Source: an optimization exercise on an open RTL-to-GDS flow (aim: small area and a short achievable clock period). Production flows keep margins and buffers that such runs may drop. Only simulation tests tie the RTL to the original design; equivalence was not proved.

==> flow/design.v, too long to show whole: its modules and the start of the top module <==
// module tv80s: 120 lines
// module tv80_core: 1613 lines
// module tv80_mcode: 2183 lines
// module tv80_alu: 356 lines
// module tv80_reg: 41 lines
module tv80s ( 
  m1_n, mreq_n, iorq_n, rd_n, wr_n, rfsh_n, halt_n, busak_n, A, dout, 
  reset_n, clk, wait_n, int_n, nmi_n, busrq_n, di
  );
  // ...
==> flow/run.sh <==
#!/bin/bash
# synth_recipe.tcl (not shown) runs the flow's synth.tcl, then flattens the netlist and writes it again
# the make line also repeats each setting of config.mk as NAME=value (left out here)
make -C /OpenROAD-flow-scripts/flow DESIGN_CONFIG=/design/flow/config.mk WORK_HOME=/design/flow/orfs CLKGATE_MAP_FILE= SYNTH_SCRIPT=/design/flow/synth_recipe.tcl finish
==> flow/config.mk <==
export PLATFORM = sky130hd
export DESIGN_NAME = tv80s
export DESIGN_NICKNAME = tv80s
export VERILOG_FILES = /design/flow/design.v
export SDC_FILE = /design/flow/constraint.sdc
export NUM_CORES = 4
export LEC_CHECK = 0
export CAP_MARGIN = 20
export CORE_MARGIN = 2
export CORE_UTILIZATION = 40
export SETUP_SLACK_MARGIN = 4.2
export SLEW_MARGIN = 20
==> flow/constraint.sdc <==
create_clock -name core_clock -period 10.5 [get_ports {clk}]
set_input_delay 2.1000 -clock core_clock [delete_from_list [all_inputs] [get_ports {clk}]]
set_output_delay 2.1000 -clock core_clock [all_outputs]
set_load 0.01 [all_outputs]
==> summary.md, run 1 <==
| Metric | Value |
|---|---|
| Status | `timing/DRC/antenna clean` |
| Number of ordinary and repair buffers in the finished layout | `~220` |
| Max-slew headroom | `0.186` |
| Root Driver | `clkbuf_16` |
| Post-Place Cells | `roughly 5,600` |
| Final instance area | `41,500 um^2` |
| Clk_buf instances | `76` |
| Die W | `310 um` |
| Synthesized instance count | `between 4,000 and 5,000` |
| Seq area share | `0.302` |
| Total number of yosys warnings | `5` |
| Multi-input logic area | `between 20,000 and 25,000 um^2` |
| Tap Cells | `roughly 1,300` |
| Dpl hpwl | `about 150,000 um` |
| Number of global-route vias before repair | `approximately 38,000` |
| Netlist cell types | `117` |
| Reg clk slew, reported paths | `60 ps` |
| Top layer in use | `met5` |
| I/O pins | `46` |
| Die Y | `310 um` |
| Startpoint of the worst hold path | `i_tv80_core.A[4]` |
| Signal inverters | `approximately 110` |
| Critical Path AT | `roughly 7000 ps` |
| MaxCap Viol Count | `0` |
| Largest net degree at the start of global routing | `between 60 and 70` |
| Post-synth top flop | `edfxtp_1` |
| Seq cells | `between 400 and 500` |
| Initial Util | `0.402` |
| GR Util met1 | `0.548` |
| H-tree levels | `2` |
| Synth cell count leaders | `nand2_1, nor2_1, a21oi_1, o21ai_0, clkbuf_1` |
| Endpoint class of the critical path | `register` |
==> inputs of run 2 (changes only) <==
--- a/flow/design.v
+++ b/flow/design.v
@@ -290,61 +290,49 @@
   wire           Halt;
   reg [15:0]     PC16;
   reg [15:0]     PC16_B;
   reg [15:0]     SP16, SP16_A, SP16_B;
   reg [15:0]     ID16_B;
   integer        id_i;
   reg            Oldnmi_n;
   wire [2:0] MCycles_nA;
-  wire [2:0] MCycles_nB;
   reg  [2:0] MCycles_qA;
-  reg  [2:0] MCycles_qB;
   wire [2:0] TStates_nA;
-  wire [2:0] TStates_nB;
   reg  [2:0] TStates_qA;
-  reg  [2:0] TStates_qB;
   wire [1:0] Prefix_nA;
   reg  [1:0] Prefix_qA;
   wire Inc_PC_nA;
   reg  Inc_PC_qA;
   wire Inc_WZ_nA;
   reg  Inc_WZ_qA;
   wire [3:0] IncDec_16_nA;
-  wire [3:0] IncDec_16_nB;
   reg  [3:0] IncDec_16_qA;
-  reg  [3:0] IncDec_16_qB;
   wire Read_To_Acc_nA;
   reg  Read_To_Acc_qA;
   wire Read_To_Reg_nA;
   reg  Read_To_Reg_qA;
   wire [3:0] Set_BusB_To_nA;
-  wire [3:0] Set_BusB_To_nB;
   reg  [3:0] Set_BusB_To_qA;
-  reg  [3:0] Set_BusB_To_qB;
   wire [3:0] Set_BusA_To_nA;
   reg  [3:0] Set_BusA_To_qA;
   wire [3:0] ALU_Op_nA;
   reg  [3:0] ALU_Op_qA;
   wire Save_ALU_nA;
   reg  Save_ALU_qA;
   wire PreserveC_nA;
   reg  PreserveC_qA;
   wire Arith16_nA;
   reg  Arith16_qA;
   wire [2:0] Set_Addr_To_nA;
-  wire [2:0] Set_Addr_To_nB;
   reg  [2:0] Set_Addr_To_qA;
-  reg  [2:0] Set_Addr_To_qB;
   wire IORQ_nA;
   reg  IORQ_qA;
   wire Jump_nA;
-  wire Jump_nB;
   reg  Jump_qA;
-  reg  Jump_qB;
   wire JumpE_nA;
   reg  JumpE_qA;
   wire JumpXY_nA;
   reg  JumpXY_qA;
   wire Call_nA;
   reg  Call_qA;
   wire RstP_nA;
   reg  RstP_qA;
@@ -385,16 +373,18 @@
   wire I_RRD_nA;
   reg  I_RRD_qA;
   wire I_INRC_nA;
   reg  I_INRC_qA;
   wire SetDI_nA;
   reg  SetDI_qA;
   wire SetEI_nA;
   reg  SetEI_qA;
+  wire [3:0] CCUse_nA;
+  reg  [3:0] CCUse_qA;
   wire [1:0] IMode_nA;
   reg  [1:0] IMode_qA;
   wire Halt_nA;
   reg  Halt_qA;
   wire NoRead_nA;
   reg  NoRead_qA;
   wire Write_nA;
   reg  Write_qA;
@@ -447,101 +437,40 @@
      .I_RLD                (I_RLD_nA),
      .I_RRD                (I_RRD_nA),
      .I_INRC               (I_INRC_nA),
      .SetDI                (SetDI_nA),
      .SetEI                (SetEI_nA),
      .IMode                (IMode_nA),
      .Halt                 (Halt_nA),
      .NoRead               (NoRead_nA),
-     .Write                (Write_nA)
-     );
-  tv80_mcode #(Mode, Flag_C, Flag_N, Flag_P, Flag_X, Flag_H, Flag_Y, Flag_Z, Flag_S) i_mcode_cc
-    (
-     .IR                   (IR_d1),
-     .ISet                 (ISet_d1),
-     .MCycle               (mcycle_d1),
-     .CC                   (1'b1),
-     .CC2                  (1'b1),
-     .NMICycle             (NMICycle_d1),
-     .IntCycle             (IntCycle_d1),
-     .MCycles              (MCycles_nB),
-     .TStates              (TStates_nB),
-     .Prefix               (),
-     .Inc_PC               (),
-     .Inc_WZ               (),
-     .IncDec_16            (IncDec_16_nB),
-     .Read_To_Acc          (),
-     .Read_To_Reg          (),
-     .Set_BusB_To          (Set_BusB_To_nB),
-     .Set_BusA_To          (),
-     .ALU_Op               (),
-     .Save_ALU             (),
-     .PreserveC            (),
-     .Arith16              (),
-     .Set_Addr_To          (Set_Addr_To_nB),
-     .IORQ                 (),
-     .Jump                 (Jump_nB),
-     .JumpE                (),
-     .JumpXY               (),
-     .Call                 (),
-     .RstP                 (),
-     .LDZ                  (),
-     .LDW                  (),
-     .LDSPHL               (),
-     .Special_LD           (),
-     .ExchangeDH           (),
-     .ExchangeRp           (),
-     .ExchangeAF           (),
-     .ExchangeRS           (),
-     .I_DJNZ               (),
-     .I_CPL                (),
-     .I_CCF                (),
-     .I_SCF                (),
-     .I_RETN               (),
-     .I_BT                 (),
-     .I_BC                 (),
-     .I_BTR                (),
-     .I_RLD                (),
-     .I_RRD                (),
-     .I_INRC               (),
-     .SetDI                (),
-     .SetEI                (),
-     .IMode                (),
-     .Halt                 (),
-     .NoRead               (),
-     .Write                ()
+     .Write                (Write_nA),
+     .CCUse                (CCUse_nA)
      );
   always @(posedge clk or negedge reset_n)
     begin
       if (reset_n == 1'b0)
         begin
           MCycles_qA <= #1 3'd1;
-          MCycles_qB <= #1 3'd1;
           TStates_qA <= #1 3'd4;
-          TStates_qB <= #1 3'd4;
           Prefix_qA <= #1 2'd0;
           Inc_PC_qA <= #1 1'd0;
           Inc_WZ_qA <= #1 1'd0;
           IncDec_16_qA <= #1 4'd0;
-          IncDec_16_qB <= #1 4'd0;
           Read_To_Acc_qA <= #1 1'd0;
           Read_To_Reg_qA <= #1 1'd0;
           Set_BusB_To_qA <= #1 4'd0;
-          Set_BusB_To_qB <= #1 4'd0;
           Set_BusA_To_qA <= #1 4'd0;
           ALU_Op_qA <= #1 4'd0;
           Save_ALU_qA <= #1 1'd0;
           PreserveC_qA <= #1 1'd0;
           Arith16_qA <= #1 1'd0;
           Set_Addr_To_qA <= #1 3'd7;
-          Set_Addr_To_qB <= #1 3'd7;
           IORQ_qA <= #1 1'd0;
           Jump_qA <= #1 1'd0;
-          Jump_qB <= #1 1'd0;
           JumpE_qA <= #1 1'd0;
           JumpXY_qA <= #1 1'd0;
           Call_qA <= #1 1'd0;
           RstP_qA <= #1 1'd0;
           LDZ_qA <= #1 1'd0;
           LDW_qA <= #1 1'd0;
           LDSPHL_qA <= #1 1'd0;
           Special_LD_qA <= #1 3'd0;
@@ -561,42 +490,37 @@
           I_RRD_qA <= #1 1'd0;
           I_INRC_qA <= #1 1'd0;
           SetDI_qA <= #1 1'd0;
           SetEI_qA <= #1 1'd0;
           IMode_qA <= #1 2'd3;
           Halt_qA <= #1 1'd0;
           NoRead_qA <= #1 1'd0;
           Write_qA <= #1 1'd0;
+          CCUse_qA <= #1 4'd0;
         end
       else if (!(tstate[2] && wait_n == 1'b0))
         begin
           MCycles_qA <= #1 MCycles_nA;
-          MCycles_qB <= #1 MCycles_nB;
           TStates_qA <= #1 TStates_nA;
-          TStates_qB <= #1 TStates_nB;
           Prefix_qA <= #1 Prefix_nA;
           Inc_PC_qA <= #1 Inc_PC_nA;
           Inc_WZ_qA <= #1 Inc_WZ_nA;
           IncDec_16_qA <= #1 IncDec_16_nA;
-          IncDec_16_qB <= #1 IncDec_16_nB;
           Read_To_Acc_qA <= #1 Read_To_Acc_nA;
           Read_To_Reg_qA <= #1 Read_To_Reg_nA;
           Set_BusB_To_qA <= #1 Set_BusB_To_nA;
-          Set_BusB_To_qB <= #1 Set_BusB_To_nB;
           Set_BusA_To_qA <= #1 Set_BusA_To_nA;
           ALU_Op_qA <= #1 ALU_Op_nA;
           Save_ALU_qA <= #1 Save_ALU_nA;
           PreserveC_qA <= #1 PreserveC_nA;
           Arith16_qA <= #1 Arith16_nA;
           Set_Addr_To_qA <= #1 Set_Addr_To_nA;
-          Set_Addr_To_qB <= #1 Set_Addr_To_nB;
           IORQ_qA <= #1 IORQ_nA;
           Jump_qA <= #1 Jump_nA;
-          Jump_qB <= #1 Jump_nB;
           JumpE_qA <= #1 JumpE_nA;
           JumpXY_qA <= #1 JumpXY_nA;
           Call_qA <= #1 Call_nA;
           RstP_qA <= #1 RstP_nA;
           LDZ_qA <= #1 LDZ_nA;
           LDW_qA <= #1 LDW_nA;
           LDSPHL_qA <= #1 LDSPHL_nA;
           Special_LD_qA <= #1 Special_LD_nA;
@@ -616,16 +540,17 @@
           I_RRD_qA <= #1 I_RRD_nA;
           I_INRC_qA <= #1 I_INRC_nA;
           SetDI_qA <= #1 SetDI_nA;
           SetEI_qA <= #1 SetEI_nA;
           IMode_qA <= #1 IMode_nA;
           Halt_qA <= #1 Halt_nA;
           NoRead_qA <= #1 NoRead_nA;
           Write_qA <= #1 Write_nA;
+          CCUse_qA <= #1 CCUse_nA;
         end
     end
   reg [7:0] cc_sel;
   always @(posedge clk or negedge reset_n)
     begin
       if (reset_n == 1'b0)
         cc_sel <= #1 8'b00000001;
       else
@@ -636,33 +561,37 @@
           3'd3 : cc_sel <= #1 8'b00001000;
           3'd4 : cc_sel <= #1 8'b00010000;
           3'd5 : cc_sel <= #1 8'b00100000;
           3'd6 : cc_sel <= #1 8'b01000000;
           default : cc_sel <= #1 8'b10000000;
         endcase
     end
   wire cc_true = |(cc_sel & { F[7], ~F[7], F[2], ~F[2], F[0], ~F[0], F[6], ~F[6] });
-  assign mcycles_d = cc_true ? MCycles_qB : MCycles_qA;
-  assign tstates = cc_true ? TStates_qB : TStates_qA;
+  wire cc_jp   = CCUse_qA[0] & cc_true;    
+  wire cc_jr   = CCUse_qA[1] & cc_true;    
+  wire cc_call = CCUse_qA[2] & cc_true;    
+  wire cc_ret  = CCUse_qA[3] & cc_true;    
+  assign Jump        = Jump_qA | cc_jp;
+  assign mcycles_d   = cc_call ? 3'b101 : (cc_jr | cc_ret) ? 3'b011 : MCycles_qA;
+  assign IncDec_16   = cc_call ? 4'b1111 : IncDec_16_qA;
+  assign Set_Addr_To = (cc_call | cc_ret) ? aSP : Set_Addr_To_qA;
+  assign tstates     = cc_call ? 3'b100 : TStates_qA;
+  assign Set_BusB_To = cc_call ? 4'b1101 : Set_BusB_To_qA;
   assign Prefix = Prefix_qA;
   assign Inc_PC = Inc_PC_qA;
   assign Inc_WZ = Inc_WZ_qA;
-  assign IncDec_16 = cc_true ? IncDec_16_qB : IncDec_16_qA;
   assign Read_To_Acc = Read_To_Acc_qA;
   assign Read_To_Reg = Read_To_Reg_qA;
-  assign Set_BusB_To = cc_true ? Set_BusB_To_qB : Set_BusB_To_qA;
   assign Set_BusA_To = Set_BusA_To_qA;
   assign ALU_Op = ALU_Op_qA;
   assign Save_ALU = Save_ALU_qA;
   assign PreserveC = PreserveC_qA;
   assign Arith16 = Arith16_qA;
-  assign Set_Addr_To = cc_true ? Set_Addr_To_qB : Set_Addr_To_qA;
   assign iorq_i = IORQ_qA;
-  assign Jump = cc_true ? Jump_qB : Jump_qA;
   assign JumpE = JumpE_qA;
   assign JumpXY = JumpXY_qA;
   assign Call = Call_qA;
   assign RstP = RstP_qA;
   assign LDZ = LDZ_qA;
   assign LDW = LDW_qA;
   assign LDSPHL = LDSPHL_qA;
   assign Special_LD = Special_LD_qA;
@@ -1733,17 +1662,17 @@
 endmodule  
 module tv80_mcode 
   ( 
   MCycles, TStates, Prefix, Inc_PC, Inc_WZ, IncDec_16, Read_To_Reg, 
   Read_To_Acc, Set_BusA_To, Set_BusB_To, ALU_Op, Save_ALU, PreserveC, 
   Arith16, Set_Addr_To, IORQ, Jump, JumpE, JumpXY, Call, RstP, LDZ, 
   LDW, LDSPHL, Special_LD, ExchangeDH, ExchangeRp, ExchangeAF, 
   ExchangeRS, I_DJNZ, I_CPL, I_CCF, I_SCF, I_RETN, I_BT, I_BC, I_BTR, 
-  I_RLD, I_RRD, I_INRC, SetDI, SetEI, IMode, Halt, NoRead, Write, 
+  I_RLD, I_RRD, I_INRC, SetDI, SetEI, IMode, Halt, NoRead, Write, CCUse,
   IR, ISet, MCycle, CC, CC2, NMICycle, IntCycle
   );
   parameter             Mode   = 0;
   parameter             Flag_C = 0;
   parameter             Flag_N = 1;
   parameter             Flag_P = 2;
   parameter             Flag_X = 3;
   parameter             Flag_H = 4;
@@ -1798,16 +1727,17 @@
   output                I_RRD                   ;
   output                I_INRC                  ;
   output                SetDI                   ;
   output                SetEI                   ;
   output [1:0]          IMode                   ;
   output                Halt                    ;
   output                NoRead                  ;
   output                Write   ;                
+  output [3:0]          CCUse                   ;  
   reg [2:0]             MCycles                 ;
   reg [2:0]             TStates                 ;
   reg [1:0]             Prefix                  ;  
   reg                   Inc_PC                  ;
   reg                   Inc_WZ                  ;
   reg [3:0]             IncDec_16               ;  
   reg                   Read_To_Reg             ;
   reg                   Read_To_Acc             ;
@@ -1844,16 +1774,17 @@
   reg                   I_RRD                   ;
   reg                   I_INRC                  ;
   reg                   SetDI                   ;
   reg                   SetEI                   ;
   reg [1:0]             IMode                   ;
   reg                   Halt                    ;
   reg                   NoRead                  ;
   reg                   Write   ;                
+  reg [3:0]             CCUse                   ;
   parameter             aNone   = 3'b111;
   parameter             aBC     = 3'b000;
   parameter             aDE     = 3'b001;
   parameter             aXY     = 3'b010;
   parameter             aIOA    = 3'b100;
   parameter             aSP     = 3'b101;
   parameter             aZI     = 3'b110;
   function is_cc_true;
@@ -1947,16 +1878,17 @@
       I_RRD = 1'b0;
       I_INRC = 1'b0;
       SetDI = 1'b0;
       SetEI = 1'b0;
       IMode = 2'b11;
       Halt = 1'b0;
       NoRead = 1'b0;
       Write = 1'b0;
+      CCUse = 4'b0000;
       case (ISet)
         2'b00  :
           begin
             casez (IR)
               8'b01zzzzzz :
                 begin
                   if (IR[5:0] == 6'b110110)
                     Halt = 1'b1;
@@ -2807,16 +2739,17 @@
                         3'd1 :
                           begin
                             Inc_PC = 1'b1;
                             LDZ = 1'b1;
                           end
                         3'd2 :
                           begin
                             Inc_PC = 1'b1;
+                            CCUse[0] = 1'b1;
                             if (CC ) 
                               begin
                                 Jump = 1'b1;
                               end
                           end
                         default :;
                       endcase
                     end  
@@ -2843,16 +2776,17 @@
                 begin
                   if (Mode != 2 ) 
                     begin
                       MCycles = 3'd3;
                       case (MNum)  
                         3'd1 :
                           begin
                             Inc_PC = 1'b1;
+                            CCUse[1] = 1'b1;
                             MCycles = CC2 ? 3'd3 : 3'd2;
                           end
                         3'd2 :
                           begin
                             NoRead = 1'b1;
                             JumpE = 1'b1;
                             TStates = 3'd5;
                           end
@@ -2940,16 +2874,17 @@
                           begin
                             Inc_PC = 1'b1;
                             LDZ = 1'b1;
                           end
                         3'd2 :
                           begin
                             Inc_PC = 1'b1;
                             LDW = 1'b1;
+                            CCUse[2] = 1'b1;
                             if (CC ) 
                               begin
                                 IncDec_16 = 4'b1111;
                                 Set_Addr_To = aSP;
                                 TStates = 3'b100;
                                 Set_BusB_To = 4'b1101;
                               end 
                             else 
@@ -3088,16 +3023,17 @@
                       endcase  
                     end 
                   else 
                     begin
                       MCycles = 3'b011;
                       case (MNum)  
                         3'd0 :
                           begin
+                            CCUse[3] = 1'b1;
                             if (CC )                              
                               begin
                                 Set_Addr_To = aSP;
                               end 
                             else 
                               begin
                                 MCycles = 3'b001;
                               end
==> flow/config.mk (replaced) <==
export PLATFORM = sky130hd
export DESIGN_NAME = tv80s
export DESIGN_NICKNAME = tv80s
export VERILOG_FILES = /design/flow/design.v
export SDC_FILE = /design/flow/constraint.sdc
export NUM_CORES = 4
export LEC_CHECK = 0
export CAP_MARGIN = 20
export CORE_MARGIN = 2
export CORE_UTILIZATION = 40
export SETUP_SLACK_MARGIN = 4.8
export SLEW_MARGIN = 20
==> run 2 against run 1 <==
  * Maximum frequency increased by 10%
  * Die area decreased by 3.6%
  * Core utilization rose by 0.55 points
  * Worst hold slack worse by 4.0 ps
  * Clock skew shrank 9.2 ps
  * Critical path depth unchanged
==> summary.md, run 2 <==
| Metric | Value |
|---|---|
| Max-slew headroom | `0.139 (-0.0468)` |
| Async set-or-reset flop fraction in the synthesized netlist | `0.466` |
| PortBufs | `44` |
| Initial antenna violation count | `6` |
| Ant diodes | `0` |
| Critical Path AT | `6350 ps (-640 ps)` |
| Setup violation total in the final timing report | `0` |
| Clock latency on the worst-skew pair | `~670 ps` |
| Post-synth top flop | `edfxtp_1` |
| Ranking of synthesized cells by area | `edfxtp_1, dfrtp_1, nand2_1` |
| Final ANT Viol Nets | `0` |
| MaxCap Viol Count | `0 (unchanged)` |
| Grt ovf | `0` |
| Final hold violation count | `0` |
| Die Y | `304 um (-1.8%)` |
| Crit path launch type | `input port` |
| Largest area contributor in the netlist | `edfxtp_1` |
| Top Registers | `i_tv80_core.i_reg.RegsH x64, i_tv80_core.i_reg.RegsL x64` |
| Final Cycle Share | `0.554` |
| Gpl congestion | `roughly 1.1` |
| Die W | `304 um (-1.8%)` |
| Slew Viols, Final | `0` |
| GRT Total Usage | `0.398` |
| # DRC | `0` |
| Max Fanout on Critical Path | `23` |
| Cell Area, Synth | `36,100 um^2` |
| Synthesized instance count | `4,401 (-2.6%)` |
| Layout cells sized above 1 | `0.115` |
| Number of global-route vias before repair | `36,649 (-2.5%)` |
| H-tree levels | `2 (unchanged)` |
| Multi-input logic area | `22,700 um^2 (-2.7%)` |
| Most instantiated library cell after synthesis | `nand2_1` |
| Root Driver | `clkbuf_16` |
| Total number of yosys warnings | `5 (unchanged)` |
| Max Freq | `roughly 0.17 GHz` |
| Dpl hpwl | `139,000 um (-8.4%)` |
| Synthesis-stage register bit count | `438` |
| Netlist cell types | `110 (-6.0%)` |
| Final Util | `0.451` |
| Synth cell count leaders | `nand2_1, nor2_1, o21ai_0, a21oi_1, clkbuf_1` |
| DR iter-0 viols | `between 6,000 and 7,000` |
| Avg Cell Area, Syn | `just over 8 um^2` |
| Total negative setup slack | `0 ps` |
| Initial Util | `0.402 (-0.000465)` |
| # rows | `between 100 and 150` |
| Post-synth EDFFs | `approximately 230` |
| Most common cell after layout, fill and taps aside | `nand2_1` |
| Fillcell total | `~9,000` |
| Status | `timing/DRC/antenna clean` |
| DR pass1 iterations | `9` |
| Most frequent cells in the layout | `nand2_1, nor2_1, o21ai_0` |
| Share of the synthesized area in the top cell type | `0.195` |
| I/O pins | `46 (unchanged)` |
| Area grow syn2layout | `12.3%` |
| Sequential Area | `around 12,000 um^2` |
| Reg clk slew, reported paths | `60 ps (about the same)` |
| Die area | `about 93,000 um^2` |
| Final nets | `4,442` |
| Largest net degree at the start of global routing | `72 (+13%)` |
| Clk buf depth | `3` |
| Worst Max-Slew Pin Slew | `~1300 ps` |
| Average routed wire per standard cell | `~35 um` |
| CTS tree | `yes` |
| Reg2Reg Setup Slack | `about 4800 ps` |
| Clock sink count | `about 440` |
| Via/cell ratio | `7.18` |
| Worst clock skew | `35.8 ps` |
| Via count | `~40,000` |
| CTS Buf Count | `just over 50` |
| Hold Buf Count CTS | `0` |
| Final Critical Period | `around 5800 ps` |
| WS Path Type | `input port to register` |
| Global-route wire length before repair | `approximately 270,000 um` |
| Post-synthesis sequential area ratio | `0.337` |
| Mapped Nets | `about 4,500` |
| Final wirelength | `193,000 um` |
| Endpoint class of the critical path | `register` |
| RSZ-0062 raised after global routing | `yes` |
| Core box area | `~90,000 um^2` |
| CP Data Required Time | `11,040 ps` |
| Hold Crit Class | `register to register` |
[run 2: changes by cell type in the layout (fill, tap and decap cells not counted), sizes merged, moves of 13 or more]
| cell | before | now |
|---|---|---|
| nand4 | 37 | 63 |
| inv | 103 | 88 |
| o21ai | 367 | 380 |
| nand3 | 153 | 127 |
| a211o | 3 | 16 |
| o22a | 15 | 2 |
| a211oi | 81 | 112 |
| a22oi | 109 | 70 |
| a222oi | 4 | 17 |
| a221oi | 87 | 50 |
| mux2i | 131 | 97 |
| nand2 | 552 | 588 |
[run 2: cell type report]
type / count / share of cell area
Sequential cell: 438 / 0.300
Clock inverter: 28 / 0.00927
Multi-Input combinational cell: 3533 / 0.561
Timing Repair Buffer: 225 / 0.0500
Clock buffer: 67 / 0.0345
Inverter: 89 / 0.00834
Tap cell: 1176 / 0.0363
[run 2: metal layers]
layer	wire, um	track usage	share of wire
met1	74900	0.534	0.39
met2	79400	0.581	0.41
met3	24800	0.105	0.13
met4	13500	0.219	0.070
met5	143	0	0.00074
[run 2: critical path, stage by stage]
cell and delay (ps):
clkdlybuf4s50_1 610, and2_1 170, a32o_2 320, o221ai_4 140, buf_12 240, nor2_1 370
buf_4 250, a22oi_1 110, nor3_1 830, nor2_2 270, or4_1 630, o31ai_1 270
[run 2: final timing paths]
path | start | end | cells past startpoint
min in group asynchronous | reset_n | i_tv80_core.PC[1] | 1
worst max register to register | i_tv80_core.F[6] | i_tv80_core.Read_To_Reg_qA | 12
max in group asynchronous | reset_n | i_tv80_core.JumpXY_qA | 4
worst min register to register | i_tv80_core.A[7] | i_tv80_core.A[7] | 2
worst max-delay path | di[3] | i_tv80_core.ExchangeDH_qA | 12
worst min-delay path | i_tv80_core.A[7] | i_tv80_core.A[7] | 2
[run 2: metrics by stage]
step | setup WS (ps) | hold WS [ps] | instance area [um^2] | std cells
after global placement | 3440 | 452 | 37900 | 5428
after CTS | 4810 | 472 | 40100 | 5543
final | 4690 | 470 | 40500 | 5556
after detailed placement | 3240 | 459 | 37900 | 5428
after floorplan | 4820 | 424 | 36100 | 4401
after global routing | 4600 | 512 | 40500 | 5556
[run 2: kinds of logic after synthesis]
family,count (synthesis),share of synthesized area
AO/OA/AOI/OAI,1547,0.284
XOR/XNOR,98,0.0238
adder cells (fa/ha/maj),91,0.0330
buffers and inverters,431,0.0471
flip-flops,438,0.337
multiplexers,177,0.0675
other,1,0.000104
AND/OR/NAND/NOR,1618,0.207
[run 2: timing repair]
action                     in CTS  in global routing
buffers inserted               18                  9
pin swaps                       6                 12
cloned                          2                  4
gates resized for setup        48                 55
setup endpoints to repair     158                147
==> inputs of run 3 (changes only) <==
--- a/flow/config.mk
+++ b/flow/config.mk
@@ -8,5 +8,6 @@
 export CAP_MARGIN = 20
 export CORE_MARGIN = 2
 export CORE_UTILIZATION = 40
+export CTS_BUF_LIST = sky130_fd_sc_hd__clkbuf_4 sky130_fd_sc_hd__clkbuf_8
 export SETUP_SLACK_MARGIN = 4.8
 export SLEW_MARGIN = 20
==> run 3 against run 2 <==
  * Maximum frequency grew 0.85%
  * Via count grew 0.33%
  * Area after synthesis is the same
  * Clock skew grew 24 ps
  * Critical path type unchanged
  * Global-route usage grew 0.27 points
  * Largest cell class unchanged
  * Critical path depth grew 1
  * Flip-flop and latch count is the same
==> summary.md, run 3 <==
| Metric | Value |
|---|---|
| Startpoint of the worst hold path | `i_tv80_core.A[7]` |
| Die W | `304 um (unchanged)` |
| WS Path Type | `input port to register` |
| Largest net degree at the start of global routing | `72 (unchanged)` |
| Final hold violation count | `0 (unchanged)` |
| Core box area | `89,700 um^2 (unchanged)` |
| Top Registers | `i_tv80_core.i_reg.RegsH x64, i_tv80_core.i_reg.RegsL x64` |
| Final Critical Period | `5770 ps (-48.9 ps)` |
| Total negative setup slack | `0 ps (unchanged)` |
| RSZ-0062 raised after global routing | `yes` |
| Most instantiated library cell after synthesis | `nand2_1` |
| Total number of yosys warnings | `5 (unchanged)` |
| Critical Path AT | `6400 ps (+50 ps)` |
| Die Y | `304 um (unchanged)` |
| H-tree levels | `3 (+1)` |
| Layout cells sized above 1 | `0.129 (+0.0140)` |
| Gpl congestion | `1.08 (unchanged)` |
| Avg Cell Area, Syn | `8.20 um^2 (unchanged)` |
| Compound-Gate Fraction of Synth Area | `0.284 (unchanged)` |
| Slew Viols, Final | `0 (unchanged)` |
| Root Driver | `clkbuf_8` |
| Worst Max-Slew Pin Slew | `1190 ps (-103 ps)` |
| Worst reg2reg path depth | `15 (+3)` |
| Worst clock skew | `60.2 ps (+24.4 ps)` |
| Initial Util | `0.402 (unchanged)` |
| Post-synth EDFFs | `234 (unchanged)` |
| Share of the synthesized area in the top cell type | `0.195 (unchanged)` |
| Post-synth top flop | `edfxtp_1` |
| Synthesized instance count | `4,401 (unchanged)` |
| Met3 Use GR | `0.109 (+0.00425)` |
| Cell Area, Synth | `36,100 um^2 (unchanged)` |
| Most frequent cells in the layout | `nand2_1, nor2_1, o21ai_0` |
| Synthesis-stage register bit count | `438 (unchanged)` |
| Mapped Nets | `4,505 (unchanged)` |
| Grt ovf | `0 (unchanged)` |
| Endpoint class of the critical path | `register` |
| Async set-or-reset flop fraction in the synthesized netlist | `0.466 (unchanged)` |
| Initial antenna violation count | `9 (+3)` |
| Dpl hpwl | `139,000 um (unchanged)` |
| # rows | `110 (unchanged)` |
| Number of global-route vias before repair | `37,044 (+1.1%)` |
| Reg clk slew, reported paths | `60 ps (about the same)` |
| Clock latency on the worst-skew pair | `770 ps (+100 ps)` |
| Post-synthesis mux area share | `0.0675 (unchanged)` |
| Fin Hold WS | `467 ps (-3.05 ps)` |
| Reg2Reg Setup Slack | `4810 ps (+50 ps)` |
| Post-synthesis sequential area ratio | `0.337 (unchanged)` |
| Reg2reg start | `i_tv80_core.tstate[3]` |
| Final ANT Viol Nets | `0 (unchanged)` |
| I/O pins | `46 (unchanged)` |
| Met2 GRT Util | `0.582 (+0.00101)` |
| Synth cell count leaders | `nand2_1, nor2_1, o21ai_0, a21oi_1, clkbuf_1` |
| Most used routing layer | `met2` |
| Ranking of synthesized cells by area | `edfxtp_1, dfrtp_1, nand2_1` |
| Crit path launch type | `input port` |
| FF-to-FF End | `i_tv80_core.Set_Addr_To_qA[0]` |
| Area grow syn2layout | `12.6%` |
| PortBufs | `44 (unchanged)` |
| Die area | `92,600 um^2 (unchanged)` |
| GRT Total Usage | `0.400 (+0.00271)` |
| # DRC | `0 (unchanged)` |
| CTS tree | `yes` |
| Most common cell after layout, fill and taps aside | `nand2_1` |
| DR iter-0 viols | `6,088 (-2.9%)` |
| Critical Path Source | `di[1]` |
| Setup violation total in the final timing report | `0 (unchanged)` |
| Max-slew headroom | `0.202 (+0.0636)` |
| Adder-cell area share of the yosys netlist | `0.0330 (unchanged)` |
| Post-Synth XOR/XNOR Area | `0.0238 (unchanged)` |
| Clk buf depth | `3 (unchanged)` |
| MaxCap Viol Count | `0 (unchanged)` |
| GR Util met1 | `0.533 (-0.000555)` |
| Final Cycle Share | `0.549 (-0.00466)` |
| Largest family of logic cells by synthesized area | `compound AO/OA/AOI/OAI gates` |
| CP Data Required Time | `11,140 ps (+100 ps)` |
| Max Fanout on Critical Path | `35 (+52%)` |
| Hold Crit Class | `register to register` |
| Hold path cells | `2 (unchanged)` |
| Status | `timing/DRC/antenna clean` |
| Largest area contributor in the netlist | `edfxtp_1` |
| Worst Hold End | `i_tv80_core.A[7]` |
| Final wirelength | `192,000 um (-0.16%)` |
| CTS Buf Count | `82 (+61%)` |
| Global-route wire length before repair | `273,000 um (+0.50%)` |
| Netlist cell types | `110 (unchanged)` |
| Final nets | `4,478 (+0.81%)` |
| Clock sink count | `438 (unchanged)` |
| DR pass1 iterations | `9 (unchanged)` |
| Max Freq | `0.173 GHz (+0.85%)` |
| Average routed wire per standard cell | `34.2 um (-1.3%)` |
| Via/cell ratio | `7.12 (-0.82%)` |
| Via count | `39,995 (+0.33%)` |
| Simple-Gate Fraction of Synth Area | `0.207 (unchanged)` |
[run 3: cell counts after synthesis]
No cell type changed its count.
[run 3: metrics by stage]
step / utilization / std cells / setup slack (ps) / instance area, um^2
5_1_grt: 0.452 / 5618 / 4730 / 40600
3_5_place_dp: 0.422 / 5428 / 3240 / 37900
2_1_floorplan: - / 4401 / 4820 / 36100
3_3_place_gp: 0.422 / 5428 / 3440 / 37900
4_1_cts: 0.447 / 5595 / 4810 / 40200
6_report: 0.452 / 5620 / 4730 / 40600
[run 3: final cells by class]
class	count	area, um^2
Clock buffer	118	1460
Tap cell	1176	1470
Clock inverter	33	478
Fill cell	8956	49100
Sequential cell	438	12200
Multi-Input combinational cell	3533	22700
Inverter	89	338
Timing Repair Buffer	230	2000
Antenna cell	3	7.51
[run 3: worst max-delay path: stages]
cell and delay (ps):
clkdlybuf4s50_1 480, or4_1 590, o221a_2 160, buf_4 300, nand2_1 400, nor2_1 70
buf_4 250, o41ai_1 820, nand4_1 340, a21oi_1 340, o311ai_0 200, o21ai_0 210
a21oi_1 100
[run 3: cell families after synthesis]
| family | count (synthesis) |
|---|---|
| buffers and inverters | 431 |
| adder cells (fa/ha/maj) | 91 |
| AO/OA/AOI/OAI | 1547 |
| XOR/XNOR | 98 |
| multiplexers | 177 |
| flip-flops | 438 |
| AND/OR/NAND/NOR | 1618 |
| other | 1 |
[run 3: per-layer routing]
layer | routed length, um | share of wire | vias up
li1 | - | - | 16761
met1 | 75200 | 0.39 | 19459
met2 | 80100 | 0.42 | 3066
met3 | 24000 | 0.12 | 699
met4 | 13000 | 0.067 | 10
met5 | 67 | 0.00035 | -
[run 3: how the worst max path moves through the flow]
stage | endpoint | slack, ps | cells after the start
after global routing | i_tv80_core.IORQ_qA | 4730 | 14
after global placement | i_tv80_core.Arith16_qA | 3440 | 14
after detailed placement | i_tv80_core.Arith16_qA | 3240 | 14
after floorplan | i_tv80_core.F[2] | 4820 | 26
after CTS | i_tv80_core.IORQ_qA | 4810 | 14
final | i_tv80_core.Set_Addr_To_qA[0] | 4730 | 13
[run 3: what timing repair did]
action                                 in CTS  in global routing
setup buffers                              14                 19
endpoints found under the hold margin       0                  0
setup endpoints to repair                 157                152
resized for setup                          33                 60
gates cloned                                2                  2
pin swaps                                   4                  8
hold buffers                                0                  0

what the ideal ports hide:
In the flow no input, the clock included, has a driving cell. The finished layouts below were timed again as built, in two steps.
Step 1 sets driving cells, clkbuf_16 on the clock port and buf_2 on the other inputs (assumed; they add their load-dependent delay and slew).
Step 2 also shifts input and output timing later by t, the mid clock arrival at the registers, as if the neighbouring blocks saw the same clock.
Slacks: no drivers / after step 1 / after step 2; pairs: no drivers / after step 1.
| run | t (ns) | slack for setup (ns) | pins driven straight from the clock port |
|---|---|---|---|
| run 1 | 0.746 | 4.105 / 4.105 / 3.488 | 1 |
| run 2 | 0.722 | 4.686 / 4.730 / 4.008 | 1 |
| run 3 | 0.806 | 4.735 / 4.776 / 3.970 | 1 |
After both steps every run listed still meets setup and hold. The setup slack of run 3, which loses most, moves by +0.041 ns with the drivers and by -0.765 ns with both steps.
